What follows belongs to an exercise in optimizing a design on an open flow for small area and a short achievable clock period; a production flow would make more cautious choices. Function was checked by simulation only, so behaviour that the tests miss may differ from the original. No activity file was given, so power comes from the tool's default toggle rates.

// multiplier_pipelined
module multiplier_pipelined(
    input logic clk,
    input logic[31:0] a,
    input logic[31:0] b,
    output logic[63:0] r
);
    logic ra1;
    logic ra2;
    logic ra3;
    logic ra4;
    logic ra5;
    logic ra6;
    logic ra7;
    logic ra8;
    logic ra9;
    logic ra10;
    logic ra11;
    logic ra12;
    logic ra13;
    logic ra14;
    logic ra15;
    logic ra16;
    logic ra17;
    logic ra18;
    logic ra19;
    logic ra20;
    logic ra21;
    logic ra22;
    logic ra23;
    logic ra24;
    logic ra25;
    logic ra26;
    logic ra27;
    logic ra28;
    logic ra29;
    logic ra30;
    logic ra31;
    logic ra32;
    logic rt34;
    logic rt35;
    logic rt36;
    logic rt37;
    logic rt38;
    logic rt39;
    logic rt40;
    logic rt41;
    logic rt42;
    logic rt43;
    logic rt44;
    logic rt45;
    logic rt46;
    logic rt47;
    logic rt48;
    logic rt49;
    logic rt50;
    logic rt51;
    logic rt52;
    logic rt53;
    logic rt54;
    logic rt55;
    logic rt56;
    logic rt57;
    logic rt58;
    logic rt59;
    logic rt60;
    logic rt61;
    logic rt62;
    logic rt63;
    logic rt64;
  ...
==> flow/config.mk <==
export PLATFORM = sky130hd
export DESIGN_NAME = multiplier_pipelined
export DESIGN_NICKNAME = multiplier_pipelined
export VERILOG_FILES = /design/flow/design.v
export SDC_FILE = /design/flow/constraint.sdc
export NUM_CORES = 4
export LEC_CHECK = 0
export CAP_MARGIN = 20
export CORE_MARGIN = 2
export CORE_UTILIZATION = 40
export SETUP_SLACK_MARGIN = 5.0
export SLEW_MARGIN = 20
export SYNTH_HIERARCHICAL = 1
export SYNTH_MINIMUM_KEEP_SIZE = 0
==> flow/constraint.sdc <==
create_clock -name core_clock -period 9.0 [get_ports {clk}]
set_input_delay 1.8000 -clock core_clock [delete_from_list [all_inputs] [get_ports {clk}]]
set_output_delay 1.8000 -clock core_clock [all_outputs]
set_load 0.01 [all_outputs]
standard.sh (not shown) runs the stock make flow with config.mk's settings and CLKGATE_MAP_FILE= SYNTH_SCRIPT=/design/flow/synth_recipe.tcl, a recipe that flattens the netlist after the stock synthesis.
==> flow/flow/run.sh <==
#!/bin/bash
# Standard ORFS layout (the standard.sh, unchanged synthesis), with the port
# buffers that global placement inserts made plain buffers instead of the
# default delay-cell choice. Each tool's output goes to a log file here.
set -euo pipefail
export BUFFER_PORTS_ARGS="-buffer_cell sky130_fd_sc_hd__buf_4"
bash standard.sh > standard_flow.log 2>&1
Rerun with:
--- a/flow/config.mk
+++ b/flow/config.mk
@@ -9,5 +9,5 @@
 export CORE_MARGIN = 2
 export CORE_UTILIZATION = 40
-export SETUP_SLACK_MARGIN = 5.0
+export SETUP_SLACK_MARGIN = 4.8
 export SLEW_MARGIN = 20
 export SYNTH_HIERARCHICAL = 1
Hold slack is worse by 0.0047 ns.
Worst setup slack is worse by 0.013 ns.
Sequential share of layout area went up by 0.74 points.

alpha:
Starting RTL as in the previous note.
clock: 9.0 ns
lec_check: 0
cap_margin: 20
core_margin: 2
core_utilization: 40
cts_cluster_diameter: 150
cts_cluster_size: 30
place_density: 0.75
setup_slack_margin: 4.8
slew_margin: 20
synth_hierarchical: 1
synth_minimum_keep_size: 0
==> flow/flow/run.sh <==
#!/bin/bash
# Standard ORFS layout (the standard.sh, unchanged synthesis), with the port
# buffers that global placement inserts made plain buffers instead of the
# default delay-cell choice. Each tool's output goes to a log file here.
set -euo pipefail
export BUFFER_PORTS_ARGS="-buffer_cell sky130_fd_sc_hd__buf_2"
bash standard.sh > standard_flow.log 2>&1
alpha: full flow OK, the timing, DRC and antenna checks passed
Modified inputs, beta compared to alpha
- CTS_CLUSTER_SIZE: 30 -> unset
- CTS_CLUSTER_DIAMETER: 150 -> unset
- PLACE_DENSITY: 0.75 -> unset
### Flow results
NOTE: cell depth of the worst hold path in beta falls short of that of alpha. Taking alpha as the reference, in beta via count -226, worst endpoint data arrival time essentially unchanged. Share of layout cells above drive strength 1 (lower): alpha. beta: count of buffers not belonging to the clock network in the layout lower than alpha. The run showing the smaller critical path depth is alpha. Higher first-pass GRT wire length was reported by beta, not alpha. Taking alpha as the reference, in beta part of the total power dissipated in the clock network now larger, switching power has increased.

-- static timing again, ports no longer ideal --
The results above use ideal ports. As a check the final layouts listed here were re-extracted and re-timed, cells and wires unchanged. Step 1: set_driving_cell puts a clkbuf_16 on clk and a buf_2 on each other input, an assumption about the parent block. Step 2, shift: input delay + t, output delay - t, t = (earliest + latest rising clock arrival at the registers) / 2. This alone moves slack from input paths to output paths. Three values: ideal, step 1, step 2; two values: the first two.
run	t, ns	setup WS [ns]	worst setup path at the end	clock arrival spread, ns	pins driven straight from the clock port
the first run of note 1	0.643	4.764 / 4.697 / 4.572	input to register	0.014 / 0.013	1
the second run of note 1	0.641	4.751 / 4.683 / 4.607	input to register	0.021 / 0.021	1
alpha	0.581	4.757 / 4.691 / 4.700	input to register	0.026 / 0.025	1
beta	0.656	4.751 / 4.686 / 4.617	input to register	0.015 / 0.014	1
After both steps every run listed still meets setup and hold. For the first run of note 1, which loses most, drivers alone change the setup slack by -0.067 ns; drivers and shift together by -0.192 ns.
